Source: an optimization exercise on an open RTL-to-GDS flow (aim: a short achievable clock period). Production flows keep margins and buffers that such runs may drop. In this exercise RTL edits were held to simulation tests only and were not proved equivalent to the original. No activity file was given, so power comes from the tool's default toggle rates.

==> design/flow/design.v <==
module la_1_32_sync_ft245
   (
    input         clk,
    input         rst,
    input  [7:0]  ft_data_i,
    output [7:0]  ft_data_o,
    output        ft_data_oe,
    input         ft_rxf_n,
    input         ft_txe_n,
    output        ft_rd_n,
    output        ft_wr_n,
    output        ft_oe_n,
    output        ft_siwu,
    input  [31:0] chn,
    output        wr,
    output [3:0]  dbg);
localparam [31:0] CFG_WORD=32'h3C020720;  
localparam [7:0]  C_TX_LAST=8'd249;       
localparam        DEPTH=128;
integer i;
reg  s_nidle, s_wr1, s_wr2, s_read, s_rold, s_ar1, s_write, s_wold;
wire s_idle=~s_nidle;
reg        ft_txe_r, ft_rxf_r;
reg  [7:0] rx_data_r;
reg  [7:0] rx_old0, rx_old1;
reg  [1:0] rx_valid_old;
reg  [1:0] ft_rd_old;
reg  [7:0] tx_old0, tx_old1, tx_old2;
reg  [2:0] tx_valid_old;
reg  [1:0] ft_wr_old;
reg        write_failed;
reg  [1:0] old_counter;
reg        tx_read_old;
reg  [7:0] tx_data_r;
reg        rd_n_r, wr_n_r, oe_n_r, oe_r, wr_r;
reg        oe_i;
reg  [7:0] tx_data_i;
reg  [7:0]       fifo[0:DEPTH-1];
reg  [DEPTH-1:0] occ;       
reg              re_r;      
reg              we_r;      
reg  [7:0]       datai_r;   
reg  [7:0]       dpop;      
reg          busy_r;
reg  [1:0]   cnt_r;
reg  [31:0]  in_d_r;
reg          start_r, start_acq_r, cfg_src_r;
reg  [7:0]   cnt_tx;
reg  [1:0]   cnt_rx;
reg  [7:0]   trg_mask, trg_value, trg_edge;
reg  [31:0]  acq_data_r;
reg          cdiv;
reg          np_r;      
wire avail_r=occ[0];
wire full_r=occ[DEPTH-1];
wire rx_pending=|rx_valid_old;
wire ft_read_ok=ft_rd_old[1] & ft_rxf_r;
wire rx_valid=(s_read & ft_read_ok) | (s_rold & rx_valid_old[1]);
wire [7:0] rx_data=s_rold ? rx_old1 : rx_data_r;
wire rx_shift=(ft_read_ok & ~rx_valid) | s_rold;
wire old_end=old_counter==2'd2;
wire idle_tx=s_idle & ~rx_pending & ~ft_rxf_r & ft_txe_r;
wire go_rold=s_idle & rx_pending;
wire go_wr1=s_idle & ~rx_pending & ft_rxf_r;
wire go_wold=idle_tx & write_failed;
wire go_write=idle_tx & ~write_failed & avail_r;
wire n_wr1=go_wr1;
wire n_wr2=s_wr1;
wire n_read=s_wr2 | (s_read & ft_rxf_r);
wire n_ar1=s_read & ~ft_rxf_r;
wire n_write=go_write | (s_write & ft_txe_r & avail_r);
wire n_wold=go_wold | (s_wold & ~old_end);
wire n_rold=go_rold | (s_rold & rx_pending);
wire n_nidle=n_wr1 | n_wr2 | n_read | n_ar1 | n_write | n_wold | n_rold;
wire ft_rd=s_wr2 | s_read;
wire ft_oe=s_wr1 | s_wr2 | s_read;
wire ft_wr=(s_write & ft_txe_r) | (s_wold & tx_valid_old[2]);
wire [1:0] nx_rx_valid_old=rx_shift ? {rx_valid_old[0], ft_read_ok} : rx_valid_old;
wire nx_write_failed=(s_wold & old_end) ? 1'b0 :
                     (write_failed | (ft_wr_old[1] & ~ft_txe_r) | (tx_read_old & ~ft_txe_r));
wire re=re_r;
wire we=we_r;
wire inc=we & ~re;
wire dec=re & ~we;
wire nx_avail=inc ? 1'b1 : (dec ? occ[1] : occ[0]);
wire nx_full=inc ? occ[DEPTH-2] : (dec ? 1'b0 : occ[DEPTH-1]);
always @(posedge clk)
begin
  for (i=0; i<DEPTH; i=i+1)
      if (re)
         begin
         if (we && occ[i] && (i==DEPTH-1 || !occ[(i+1)%DEPTH]))
            fifo[i] <= datai_r;
         else if (i<DEPTH-1)
            fifo[i] <= fifo[(i+1)%DEPTH];
         end
      else
         begin
         if (we && (i==0 || occ[(i+DEPTH-1)%DEPTH]) && !occ[i])
            fifo[i] <= datai_r;
         end
  dpop <= fifo[0];
end
always @(posedge clk or posedge rst)
begin
  if (rst)
     occ <= {DEPTH{1'b0}};
  else if (inc)
     occ <= {occ[DEPTH-2:0], 1'b1};
  else if (dec)
     occ <= {1'b0, occ[DEPTH-1:1]};
end
wire last=(cnt_r==2'd3) & ~full_r;
wire [31:0] tx_data_o=cfg_src_r ? CFG_WORD : acq_data_r;
wire any_edge=|trg_edge;
wire any_change=|(acq_data_r ^ chn);
wire [7:0] lvl_ok;
assign lvl_ok[0]=~trg_mask[0] | (trg_value[0] ~^ acq_data_r[0]);
genvar g;
generate
for (g=1; g<8; g=g+1)
   begin : trg_bits
   assign lvl_ok[g]=~trg_mask[g] | ((trg_value[g] ~^ acq_data_r[g]) & ~trg_edge[g]);
   end
endgenerate
wire mask0=trg_mask==8'b0;
wire trig_nochg=mask0 | ((&lvl_ok) & (~trg_mask[0] | ~trg_edge[0]));
wire trig_chg  =mask0 | ((&lvl_ok) & (~trg_mask[0] | (trg_edge[0] ~^ any_edge)));
wire p_r=~np_r;
wire next_data=p_r & start_r & ~cfg_src_r;
wire rx_cmd=rx_valid & (cnt_rx==2'd3);
wire cnt_tx_last=cnt_tx==C_TX_LAST;
wire nx_cdiv=(rx_valid && rx_data[0]) ? 1'b0 : ~cdiv;
wire nx_cfg_src=rx_cmd ? rx_data[1] : cfg_src_r;
reg       busy0;
reg [1:0] cnt0;
always @*
begin
  busy0=busy_r;
  cnt0=cnt_r;
  if (busy_r && !full_r)
     begin
     if (last)
        begin
        busy0=1'b0;
        cnt0=2'd0;
        end
     else
        cnt0=cnt_r+2'd1;
     end
end
wire tx_full0=busy0 & ~((cnt0==2'd3) & ~nx_full);
wire start0=rx_cmd ? rx_data[0] : start_r;
wire p0=~tx_full0 & ~nx_cdiv;
wire wr0=p0 & start0 & ~nx_cfg_src;
reg [7:0] byte0;
always @*
begin
  case (cnt0)
    2'd0: byte0=in_d_r[7:0];
    2'd1: byte0=in_d_r[15:8];
    2'd2: byte0=in_d_r[23:16];
    default: byte0=in_d_r[31:24];
  endcase
end
function [24:0] la_next;
  input trg;
  reg       t_wr, n_start, n_start_acq, n_busy;
  reg [7:0] n_cnt_tx;
  begin
  t_wr=p_r & (start_acq_r | (start_r & trg));
  n_start=start_r;
  n_start_acq=start_acq_r;
  n_cnt_tx=cnt_tx;
  if (start_r && (trg || cfg_src_r))
     n_start_acq=1'b1;
  if (t_wr)
     begin
     n_cnt_tx=cnt_tx+8'd1;
     if (cnt_tx_last || cfg_src_r)
        begin
        n_start=1'b0;
        n_start_acq=1'b0;
        end
     end
  if (rx_cmd)
     begin
     n_start=rx_data[0];
     if (!start_r && rx_data[0])
        begin
        n_cnt_tx=8'b0;
        if (mask0)
           n_start_acq=1'b1;
        end
     if (!rx_data[0])
        n_start_acq=1'b0;
     end
  n_busy=t_wr | busy0;
  la_next={t_wr, n_start, n_start_acq, n_cnt_tx, n_busy,
           t_wr ? 2'd0 : cnt0,
           t_wr | ~p0,
           n_busy & ~nx_full,
           ~t_wr & wr0,
           t_wr ? tx_data_o[7:0] : byte0};
  end
endfunction
wire [24:0] la_nx_c1=la_next(trig_chg);
wire [24:0] la_nx_c0=la_next(trig_nochg);
wire [24:0] la_nx=any_change ? la_nx_c1 : la_nx_c0;
wire       tx_wr=la_nx[24];
wire       nx_start=la_nx[23];
wire       nx_start_acq=la_nx[22];
wire [7:0] nx_cnt_tx=la_nx[21:14];
wire       nx_busy=la_nx[13];
wire [1:0] nx_cnt=la_nx[12:11];
wire       nx_np=la_nx[10];
wire       nx_we=la_nx[9];
wire       nx_wr=la_nx[8];
wire [7:0] nx_datai=la_nx[7:0];
always @(posedge clk or posedge rst)
begin
  if (rst)
     begin
     start_r     <= 1'b0;
     start_acq_r <= 1'b0;
     cfg_src_r   <= 1'b0;
     cnt_tx      <= 8'b0;
     cnt_rx      <= 2'b0;
     trg_mask    <= 8'b0;
     trg_value   <= 8'b0;
     trg_edge    <= 8'b0;
     cdiv        <= 1'b0;
     np_r        <= 1'b0;
     busy_r      <= 1'b0;
     cnt_r       <= 2'b0;
     acq_data_r  <= 32'b0;
     we_r        <= 1'b0;
     end
  else
     begin
     start_r     <= nx_start;
     start_acq_r <= nx_start_acq;
     cfg_src_r   <= nx_cfg_src;
     cnt_tx      <= nx_cnt_tx;
     cdiv        <= nx_cdiv;
     np_r        <= nx_np;
     busy_r      <= nx_busy;
     cnt_r       <= nx_cnt;
     we_r        <= nx_we;
     if (rx_valid)
        begin
        cnt_rx <= cnt_rx+2'd1;
        case (cnt_rx)
          2'd0: trg_mask  <= rx_data;
          2'd1: trg_value <= rx_data;
          2'd2: trg_edge  <= rx_data;
          default: ;
        endcase
        end
     else
        cnt_rx <= 2'b0;
     if (next_data)
        acq_data_r <= chn;
     end
end
always @(posedge clk)
begin
  if (tx_wr)
     in_d_r <= tx_data_o;
  datai_r <= nx_datai;
end
always @(posedge clk or posedge rst)
begin
  if (rst)
     begin
     s_nidle      <= 1'b0;
     s_wr1        <= 1'b0;
     s_wr2        <= 1'b0;
     s_read       <= 1'b0;
     s_rold       <= 1'b0;
     s_ar1        <= 1'b0;
     s_write      <= 1'b0;
     s_wold       <= 1'b0;
     ft_txe_r     <= 1'b0;
     oe_i         <= 1'b1;
     tx_data_i    <= 8'b0;
     ft_rxf_r     <= 1'b0;
     rx_data_r    <= 8'b0;
     rx_old0      <= 8'b0;
     rx_old1      <= 8'b0;
     rx_valid_old <= 2'b0;
     ft_rd_old    <= 2'b0;
     ft_wr_old    <= 2'b0;
     tx_read_old  <= 1'b0;
     re_r         <= 1'b0;
     tx_old0      <= 8'b0;
     tx_old1      <= 8'b0;
     tx_old2      <= 8'b0;
     tx_valid_old <= 3'b0;
     old_counter  <= 2'b0;
     write_failed <= 1'b0;
     end
  else
     begin
     s_nidle <= n_nidle;
     s_wr1   <= n_wr1;
     s_wr2   <= n_wr2;
     s_read  <= n_read;
     s_rold  <= n_rold;
     s_ar1   <= n_ar1;
     s_write <= n_write;
     s_wold  <= n_wold;
     ft_txe_r  <= ~ft_txe_n;
     oe_i      <= ~(n_wr1 | n_wr2 | n_read | n_ar1);
     tx_data_i <= s_wold ? tx_old2 : dpop;
     ft_rxf_r  <= ~ft_rxf_n;
     rx_data_r <= oe_i ? tx_data_i : ft_data_i;
     if (rx_shift)
        begin
        rx_old1      <= rx_old0;
        rx_old0      <= rx_data_r;
        rx_valid_old <= {rx_valid_old[0], ft_read_ok};
        end
     ft_rd_old   <= {ft_rd_old[0], ft_rd};
     ft_wr_old   <= {ft_wr_old[0], ft_wr};
     tx_read_old <= re;
     re_r <= ~ft_txe_n & nx_avail &
             (n_write | (~n_nidle & ~(|nx_rx_valid_old) & ft_rxf_n & ~nx_write_failed));
     if (!write_failed)
        begin
        tx_old2      <= tx_old1;
        tx_old1      <= tx_old0;
        tx_old0      <= dpop;
        tx_valid_old <= {tx_valid_old[1:0], tx_read_old};
        end
     if (ft_wr_old[1] && !ft_txe_r)
        write_failed <= 1'b1;
     if (tx_read_old && !ft_txe_r)
        write_failed <= 1'b1;
     if (s_wold)
        begin
        old_counter  <= old_counter+2'd1;
        tx_valid_old <= {tx_valid_old[1:0], 1'b0};
        tx_old2      <= tx_old1;
        tx_old1      <= tx_old0;
        tx_old0      <= 8'b0;
        if (old_end)
           begin
           old_counter  <= 2'b0;
           write_failed <= 1'b0;
           end
        end
     end
end
always @(posedge clk)
begin
  if (rst)
     begin
     rd_n_r <= 1'b1;
     wr_n_r <= 1'b1;
     oe_n_r <= 1'b1;
     oe_r   <= 1'b1;
     wr_r   <= 1'b0;
     end
  else
     begin
     rd_n_r <= ~ft_rd;
     wr_n_r <= ~ft_wr;
     oe_n_r <= ~ft_oe;
     oe_r   <= ~(n_wr1 | n_wr2 | n_read | n_ar1);
     wr_r   <= nx_wr;
     end
  tx_data_r <= s_wold ? tx_old2 : dpop;
end
assign ft_data_o=tx_data_r;
assign ft_data_oe=oe_r;
assign ft_rd_n=rd_n_r;
assign ft_wr_n=wr_n_r;
assign ft_oe_n=oe_n_r;
assign ft_siwu=1'b1;
assign wr=wr_r;
assign dbg=4'b0;
endmodule  
==> design/flow/run.sh <==
#!/bin/bash
# synth_recipe.tcl (not shown) runs the flow's synth.tcl, then flattens the netlist and writes it again
# the make line also repeats each setting of config.mk as NAME=value (left out here)
make -C /OpenROAD-flow-scripts/flow DESIGN_CONFIG=/design/flow/config.mk WORK_HOME=/design/flow/orfs CLKGATE_MAP_FILE= SYNTH_SCRIPT=/design/flow/synth_recipe.tcl finish
==> design/flow/config.mk <==
export PLATFORM = sky130hd
export DESIGN_NAME = la_1_32_sync_ft245
export DESIGN_NICKNAME = la_1_32_sync_ft245
export VERILOG_FILES = /design/flow/design.v
export SDC_FILE = /design/flow/constraint.sdc
export NUM_CORES = 4
export LEC_CHECK = 0
export ABC_CLOCK_PERIOD_IN_PS = 1500
export CAP_MARGIN = 20
export CORE_MARGIN = 2
export CORE_UTILIZATION = 40
export SETUP_SLACK_MARGIN = 2.3
export SLEW_MARGIN = 20
export TNS_END_PERCENT = 100
==> design/flow/constraint.sdc <==
create_clock -name core_clock -period 4.0 [get_ports {clk}]
set_input_delay 0.8000 -clock core_clock [delete_from_list [all_inputs] [get_ports {clk}]]
set_output_delay 0.8000 -clock core_clock [all_outputs]
set_load 0.01 [all_outputs]
==> results.txt <==
==> worst paths after layout <==
check / endpoint / startpoint / depth (start not counted) / slack [ns]
worst max-delay path: cnt_tx[6] / acq_data_r[15] / 7 / 1.61
worst min-delay path: acq_data_r[29] / chn[29] / 2 / 0.34
worst max register to register: cnt_tx[6] / acq_data_r[15] / 7 / 1.61
worst min register to register: dpop[4] / fifo[0][4] / 0 / 0.34
max in group asynchronous: occ[29] / rst / 3 / 2.44
min in group asynchronous: rx_old0[6] / rst / 2 / 0.65
==> flip-flops by register name (all words and copies together), names as in the netlist, 32 cells and up <==
name	flops
fifo	1024
occ	128
acq_data_r	32
in_d_r	32
==> cell usage in the layout (no fill, tap or decap), types with 178 or more instances in the layout <==
cell	count
o21ai_1	200
dfxtp_1	1026
buf_6	186
mux2i_1	1172
mux2i_4	559
dfrtp_1	272
clkbuf_16	178
mux2i_2	179
nor2_1	203
nand3_1	369
==> per-stage QoR <==
| stage | total power [uW] | hold WS (ns) | worst slack (ns) | TNS [ns] | area, sq um |
|---|---|---|---|---|---|
| finish | 53200 | 0.336 | 1.61 | 0 | 83300 |
| global route | 55400 | 0.326 | 1.50 | 0 | 83300 |
| global placement | 29200 | 0.325 | 0.467 | 0 | 61000 |
| detailed placement | 29400 | 0.327 | 0.468 | 0 | 61000 |
| CTS | 50600 | 0.339 | 1.61 | 0 | 76800 |
| floorplan | 26900 | 0.323 | -1.17 | -165.21 | 59700 |
==> per-layer routing <==
metal | share of wire | up-vias
met5 | 0 | -
met4 | 0.031 | 0
met3 | 0.042 | 302
met2 | 0.49 | 804
met1 | 0.44 | 21200
li1 | - | 19800
==> critical path: stages (launching register included) <==
cell      delay, ns
dfrtp_1        0.41
xnor2_2        0.16
nand4_1        0.24
nor4_4         0.37
a221o_2        0.31
nand4b_4       0.15
or4_4          0.51
a21oi_2        0.15
==> power by group through the flow <==
stage	registers [uW]	logic [uW]	clock network (uW)
global route	18600	21800	15000
floorplan	17400	9510	0
detailed placement	18800	10700	0
global placement	18700	10500	0
CTS	18200	17900	14400
finish	18400	20700	14100
==> Yosys cell counts, drive strengths merged, types with 7 or more instances <==
cell type  number
a211oi          8
xor2            9
nand3         384
nor2b          36
nor4            7
or2            11
a21oi          16
ha              9
o21ai         305
clkbuf        282
nor2          273
nand3b        127
edfxtp         48
dfrtp         282
xnor2          32
dfxtp        1037
mux2          115
inv            20
nand2         176
mux2i        1909
nand4          14
buf           200
==> area by class of cell <==
| type | instances | area (sq um) |
|---|---|---|
| timing repair inverter | 5 | 50.0 |
| tap | 1930 | 2410 |
| fill | 11500 | 63800 |
| sequential | 1368 | 29300 |
| timing repair buffer | 628 | 9780 |
| clock buffer | 243 | 4680 |
| clock inverter | 34 | 362 |
| inverter | 20 | 98.8 |
| multi-input combinational | 3485 | 36600 |
==> kinds of logic after synthesis <==
logic type               share of synthesized area
other                                     0.000127
multiplexers                                 0.345
AND/OR/NAND/NOR                             0.0873
AO/OA/AOI/OAI                               0.0310
flip-flops                                   0.496
XOR/XNOR                                   0.00608
buffers and inverters                       0.0325
adder cells (fa/ha/maj)                    0.00191
==> what timing repair did <==
| action | CTS | global route |
|---|---|---|
| pin swaps | 99 | 140 |
| setup endpoints to repair | 1333 | 1388 |
| setup buffers | 325 | 81 |
| gates resized for setup | 1059 | 1022 |
| gates cloned | 93 | 37 |
| hold buffers | 0 | 0 |
==> flow_summary_export.csv <==
group,metric,value,unit
run_status,outcome,"finished clean",
power,leakagePower,0.0326,uW
detailed_routing,drc,0,
floorplan,start_util,0.402,
power,clockPowerShare,0.265,
synthesis,synth_cell_types,49,
clock_tree,cts_tree,"done",
floorplan,core,147000,sq um
power,intPower,34300,uW
sta,rsz0062_at_grt,"true",
power,comb_power_share,0.390,
clock_tree,cts_buffer_depth,3,
place,gp_congestion,0.744,
detailed_routing,wire_per_inst,21.0,um
setup_path,start_kind,"register",
min_path,hp-class,"in2reg",
global_routing,grt_util_met1,0.264,
sta,worst_pin_slew,0.901,ns
detailed_routing,first_pass_iters,7,
power,seqPwrFrac,0.345,
run,drv_cap,0,
global_routing,met2_usage,0.341,
sta,finClkSkew,0.0261,ns
setup_path,cp-end-kind,"register",
place,dp_cells,6900,
global_routing,grt_util_met3,0.0318,
synthesis,synth_seq_cells,1368,
synthesis,synthCells,5349,
global_routing,grt_usage,0.202,
sta,finalHoldViolCount,0,
sta,finalMaxSlewViolations,0,
setup_path,crit_type,"reg2reg",
sta,period_share,0.598,
sta,max_freq,418,MHz
layout,final_cells,7713,
detailed_routing,vias_per_cell,5.46,
synthesis,synth-main-ff-cell,"dfxtp_1",
detailed_routing,wirelength,162000,um
detailed_routing,final_antenna_net_count,0,
sta,setup_viol,0,
power,power_density,639,nW/um^2
floorplan,dieArea,151000,sq um
synthesis,synth_edf_count,48,
synthesis,async_flop_share,0.207,
clock_tree,clock_sinks,1368,
global_routing,grt_max_degree,106,
synthesis,yosysSeqAreaShare,0.496,
place,dp_hpwl,69300,um
layout,fin_util,0.566,
global_routing,grt-ovfl-total,0,
layout,drive_gt1_frac,0.326,
synthesis,synth.avg_cell_area,11.0,sq um
global_routing,grt_pass1_vias,42700,
synthesis,synth_area,59100,sq um
setup_path,path_max_fanout,5,
floorplan,ioPinCount,62,
floorplan,die_h,388,um
floorplan,die_w,388,um
global_routing,busiest_layer,"met2",
global_routing,grt_antenna_before_repair,0,
power,p_sw,18900,uW
clock_tree,path_clk_slew,0.06,ns
sta,max_slew_margin,0.400,
setup_path,crit_arrival,3.07,ns
synthesis,ys.warnings.count,2,
global_routing,grt_pass1_wl,244000,um
clock_tree,ctsHtreeMaxLevel,4,
layout,final_nets,5712,
clock_tree,cts_inserted_buffers,151,
synthesis,yosysTopAreaCellShare,0.351,
detailed_routing,drtIter0Drc,2467,
power,vdd_drop_max,541,uV
layout,syn_to_final_growth,41.0,%
place,io_buffer_count,56,
floorplan,num_rows,141,
sta,period_needed,2.39,ns
synthesis,synth.largest_area_cell,"dfxtp_1",
synthesis,synth_top_cells_by_area,"dfxtp_1 (35%), mux2i_1 (32%), dfrtp_1 (12%), nand3_1 (3.3%), o21ai_0 (2.6%)",
layout,antenna_cells,0,
clock_tree,clkLatencyLatePin,0.77,ns
power,p_sw_frac,0.356,
clock_tree,clockRootBuffer,"clkbuf_16",
setup_path,cp.required,4.68,ns
detailed_routing,vias,42100,

==> separate check: timing with driven ports <==
How much do the figures lean on ideal ports? The routed layout below was timed once more, with nothing changed but the port constraints. Step 1, drivers: a clkbuf_16 drives clk and a buf_2 each remaining input, both assumed. Step 2 times the ports against the registers' clock, not the clock port: input delays grow and output delays shrink by t, the midpoint of the rising clock arrivals with the driver on. Slacks: ideal ports / drivers / drivers and shift; pairs: ideal ports / drivers.
shift t [ns]: 0.834
setup WS [ns]: 1.610 / 1.610 / 0.830
worst hold slack (ns): 0.336 / 0.299 / 0.340
worst register clock-pin slew, ns: 0.07 / 0.07
worst slew at a driven data input, ns: 0.04
After both steps setup and hold are still met in this run. The setup slack of this run moves by 0.000 ns with the drivers and by -0.780 ns with both steps.
